What follows belongs to an exercise in optimizing a design on an open flow for small area and a short achievable clock period; a production flow would make more cautious choices.
Where RTL was checked, it was by simulation tests only, not by an equivalence proof against the original.
Power is estimated from default activity; no workload was simulated.

==> module eq_gmux13, before the edit <==
module eq_gmux13 (
    input [12:0] sel,
    input [23:0] d0, d1, d2, d3, d4, d5, d6, d7, d8, d9, d10, d11, d12,
    output [23:0] y
);
genvar i;
generate for (i = 0; i < 24; i = i + 1) begin : g_bit
    wire na, nb, nc, nd, ne;
    eq_aoi222 u_a (.a1(sel[0]), .a2(d0[i]), .b1(sel[1]), .b2(d1[i]), .c1(sel[2]), .c2(d2[i]), .y(na));
    eq_aoi222 u_b (.a1(sel[3]), .a2(d3[i]), .b1(sel[4]), .b2(d4[i]), .c1(sel[5]), .c2(d5[i]), .y(nb));
    eq_aoi222 u_c (.a1(sel[6]), .a2(d6[i]), .b1(sel[7]), .b2(d7[i]), .c1(sel[8]), .c2(d8[i]), .y(nc));
    eq_aoi222 u_d (.a1(sel[9]), .a2(d9[i]), .b1(sel[10]), .b2(d10[i]), .c1(sel[11]), .c2(d11[i]), .y(nd));
    assign ne = ~(sel[12] & d12[i]);
    assign y[i] = ~(na & nb & nc & nd & ne);
end endgenerate
endmodule
==> module eq_aoi222, before the edit <==
module eq_aoi222 (input a1, input a2, input b1, input b2, input c1, input c2, output y);
assign y = ~((a1 & a2) | (b1 & b2) | (c1 & c2));
endmodule
export LEC_CHECK = 0
export CAP_MARGIN = 20
export CORE_MARGIN = 2
export CORE_UTILIZATION = 45
export CTS_CLUSTER_DIAMETER = 80
export CTS_CLUSTER_SIZE = 20
export PLACE_DENSITY = 0.6
export SLEW_MARGIN = 20
export SYNTH_HIERARCHICAL = 1
create_clock -name core_clock -period 10.0 [get_ports {aclk}]
standard.sh (not shown) runs the stock make flow with config.mk's settings and CLKGATE_MAP_FILE= SYNTH_SCRIPT=/design/flow/synth_recipe.tcl, a recipe that flattens the netlist after the stock synthesis.
==> flow/flow/run.sh <==
#!/bin/bash
set -euo pipefail
MARGIN=$(cat flow/margin.txt)
bash standard.sh SETUP_SLACK_MARGIN=$MARGIN \
  "BUFFER_PORTS_ARGS=-buffer_cell sky130_fd_sc_hd__buf_1" finish > make_finish.log 2>&1
==> flow/flow/margin.txt <==
7
==> next run, changes <==
--- a/flow/design.v
+++ b/flow/design.v
@@ -1075,19 +1075,12 @@
     input [23:0] d0, d1, d2, d3, d4, d5, d6, d7, d8, d9, d10, d11, d12,
     output [23:0] y
 );
-genvar i;
-generate for (i = 0; i < 24; i = i + 1) begin : g_bit
-    wire na, nb, nc, nd, ne;
-    eq_aoi222 u_a (.a1(sel[0]), .a2(d0[i]), .b1(sel[1]), .b2(d1[i]), .c1(sel[2]), .c2(d2[i]), .y(na));
-    eq_aoi222 u_b (.a1(sel[3]), .a2(d3[i]), .b1(sel[4]), .b2(d4[i]), .c1(sel[5]), .c2(d5[i]), .y(nb));
-    eq_aoi222 u_c (.a1(sel[6]), .a2(d6[i]), .b1(sel[7]), .b2(d7[i]), .c1(sel[8]), .c2(d8[i]), .y(nc));
-    eq_aoi222 u_d (.a1(sel[9]), .a2(d9[i]), .b1(sel[10]), .b2(d10[i]), .c1(sel[11]), .c2(d11[i]), .y(nd));
-    assign ne = ~(sel[12] & d12[i]);
-    assign y[i] = ~(na & nb & nc & nd & ne);
-end endgenerate
-endmodule
-module eq_aoi222 (input a1, input a2, input b1, input b2, input c1, input c2, output y);
-assign y = ~((a1 & a2) | (b1 & b2) | (c1 & c2));
+assign y =
+      ({24{sel[0]}}  & d0)  | ({24{sel[1]}}  & d1)  | ({24{sel[2]}}  & d2)
+    | ({24{sel[3]}}  & d3)  | ({24{sel[4]}}  & d4)  | ({24{sel[5]}}  & d5)
+    | ({24{sel[6]}}  & d6)  | ({24{sel[7]}}  & d7)  | ({24{sel[8]}}  & d8)
+    | ({24{sel[9]}}  & d9)  | ({24{sel[10]}} & d10) | ({24{sel[11]}} & d11)
+    | ({24{sel[12]}} & d12);
 endmodule
 module eq_fa (input a, input b, input c, output s, output co);
 assign s = a ^ b ^ c;
Result:
- The new run finished with timing, DRC and antenna clean
- first-iteration DRC count decreases by a little under a tenth
- setup slack gets better by 0.14 ns
- die area increases slightly
- utilization stays flat
- global-route usage hardly moves
- cell area increases slightly
- synthesized area increases slightly
- clock power increases by roughly a tenth
No run of this note included a check of the RTL's function; only the layout flow was run.

* * *

Setup of north:
eq_streaming, a different RTL version from the one above (not shown whole).
For scale: about 2200 cells after synthesis, roughly 240 flip-flops, about 580 I/O pins, ~21000 um^2 of cells after synthesis.
export LEC_CHECK = 0
export CAP_MARGIN = 20
export CORE_MARGIN = 2
export CORE_UTILIZATION = 45
export PLACE_DENSITY = 0.6
export SLEW_MARGIN = 20
create_clock -name core_clock -period 10.0 [get_ports {aclk}]
Scripts as last shown in full above: flow/flow/run.sh, flow/flow/margin.txt
Setup changes, north to east
diff --git a/flow/design.v b/flow/design.v
--- a/flow/design.v
+++ b/flow/design.v
@@ -22,61 +22,63 @@
     input [C_S_AXI_DATA_WIDTH-1:0] my_reg11,
     input [C_S_AXI_DATA_WIDTH-1:0] my_reg12,
     input [C_S_AXI_DATA_WIDTH-1:0] s_axis_data,
     output reg s_axis_ready,
     input s_axis_valid,
     output reg [C_S_AXI_DATA_WIDTH-1:0] m_axis_data,
     input m_axis_ready,
     output reg m_axis_valid
 );
+wire acc = s_axis_valid & m_axis_ready;
 reg v0, v1, r0, r1;
 always @(posedge aclk) begin
     if (!aresetn) begin
         v0 <= 1'b0; v1 <= 1'b0; m_axis_valid <= 1'b0;
         r0 <= 1'b0; r1 <= 1'b0; s_axis_ready <= 1'b0;
     end else begin
         v0 <= s_axis_valid; v1 <= v0; m_axis_valid <= v1;
         r0 <= m_axis_ready; r1 <= r0; s_axis_ready <= r1;
     end
 end
 reg [3:0] nb;
 always @(posedge aclk) nb <= FFT_BKTS[3:0];
-wire a0 = v0 & r0;
-reg [15:0] rem;
+reg [16:0] rem;
 reg z;
-wire last = (rem == 16'd1);
-wire z_e = a0 ? last : z;
 reg [11:0] n;
 wire [12:0] n1 = {1'b0, n} + 13'd1;
 wire wrap = n1[nb];
-wire [11:0] n_e = (a0 & ~z) ? (wrap ? 12'd1 : n1[11:0]) : n;
 always @(posedge aclk) begin
     if (!aresetn) begin
-        rem <= FFT_PTNS[15:0];
+        rem <= FFT_PTNS[16:0];
         z <= 1'b1;
         n <= 12'd1;
-    end else begin
-        if (a0)
-            rem <= last ? FFT_PTNS[15:0] : rem - 16'd1;
-        z <= z_e;
-        n <= n_e;
+    end else if (acc) begin
+        if (rem == 17'd1) begin
+            rem <= FFT_PTNS[16:0];
+            z <= 1'b1;
+        end else begin
+            rem <= rem - 17'd1;
+            z <= 1'b0;
+        end
+        if (!z)
+            n <= wrap ? 12'd1 : n1[11:0];
     end
 end
 wire [11:0] lead;
 genvar k;
 generate for (k = 0; k < 12; k = k + 1) begin : g_lead
     if (k == 11) begin : g_top
-        assign lead[k] = n_e[k];
+        assign lead[k] = n[k];
     end else begin : g_low
-        assign lead[k] = n_e[k] & ~|n_e[11:k+1];
+        assign lead[k] = n[k] & ~|n[11:k+1];
     end
 end endgenerate
-wire [12:0] sel = z_e ? 13'd1 : {lead, 1'b0};
+wire [12:0] sel = z ? 13'd1 : {lead, 1'b0};
 wire [23:0] gsel =
       ({24{sel[0]}}  & my_reg0[23:0])  | ({24{sel[1]}}  & my_reg1[23:0])
     | ({24{sel[2]}}  & my_reg2[23:0])  | ({24{sel[3]}}  & my_reg3[23:0])
     | ({24{sel[4]}}  & my_reg4[23:0])  | ({24{sel[5]}}  & my_reg5[23:0])
     | ({24{sel[6]}}  & my_reg6[23:0])  | ({24{sel[7]}}  & my_reg7[23:0])
     | ({24{sel[8]}}  & my_reg8[23:0])  | ({24{sel[9]}}  & my_reg9[23:0])
     | ({24{sel[10]}} & my_reg10[23:0]) | ({24{sel[11]}} & my_reg11[23:0])
     | ({24{sel[12]}} & my_reg12[23:0]);
 reg [23:0] g;
[summary]
- Run comparison: north launching instance or port of the critical path n[0]$_SDFF_PN1_; east launching instance or port of the critical path my_reg12[1]
- [compare] base=north new=east: portion of the layout cell area used by clock cells held steady, routed wire length has decreased.
- Compared with north, in east via count of the first global-routing pass decreased about 5%; post-route worst setup slack increased 550 ps.
- The higher clock share of power of north and east is in east.
- Going from north to east, number of nets at the end of the flow decreased about 3.3%, design internal power fell 8.0%.
- o211ai_1 as the slowest stage cell on the critical path was reported by east, and or4b_4 by north.
- east vs north: wire length of the first global-routing pass down
No functional check of the RTL was part of north.

afterwards: timing with drivers on the ports:
The flow's constraints put no driver on any port. The routed layouts listed below were extracted and timed again, unchanged, in two steps. Step 1: set_driving_cell puts a clkbuf_16 on aclk and a buf_2 on each other input, an assumption about the parent block. Step 2, shift: input delay + t, output delay - t, t = (earliest + latest rising clock arrival at the registers) / 2. This alone moves slack from input paths to output paths. a / b / c = ideal ports / drivers / drivers and shift; a / b = the first two.
run	t (ns)	setup slack, ns	worst slew at a driven data input, ns
the first run of note 1	0.584	6.859 / 6.870 / 6.286	0.22
the second run of note 1	0.586	6.994 / 6.951 / 6.508	0.18
north	0.635	6.413 / 6.413 / 6.413	0.24
east	0.613	6.959 / 6.920 / 6.366	0.23
After both steps setup and hold are still met in every run listed. For east, which loses most, drivers alone change the setup slack by -0.039 ns; drivers and shift together by -0.593 ns.
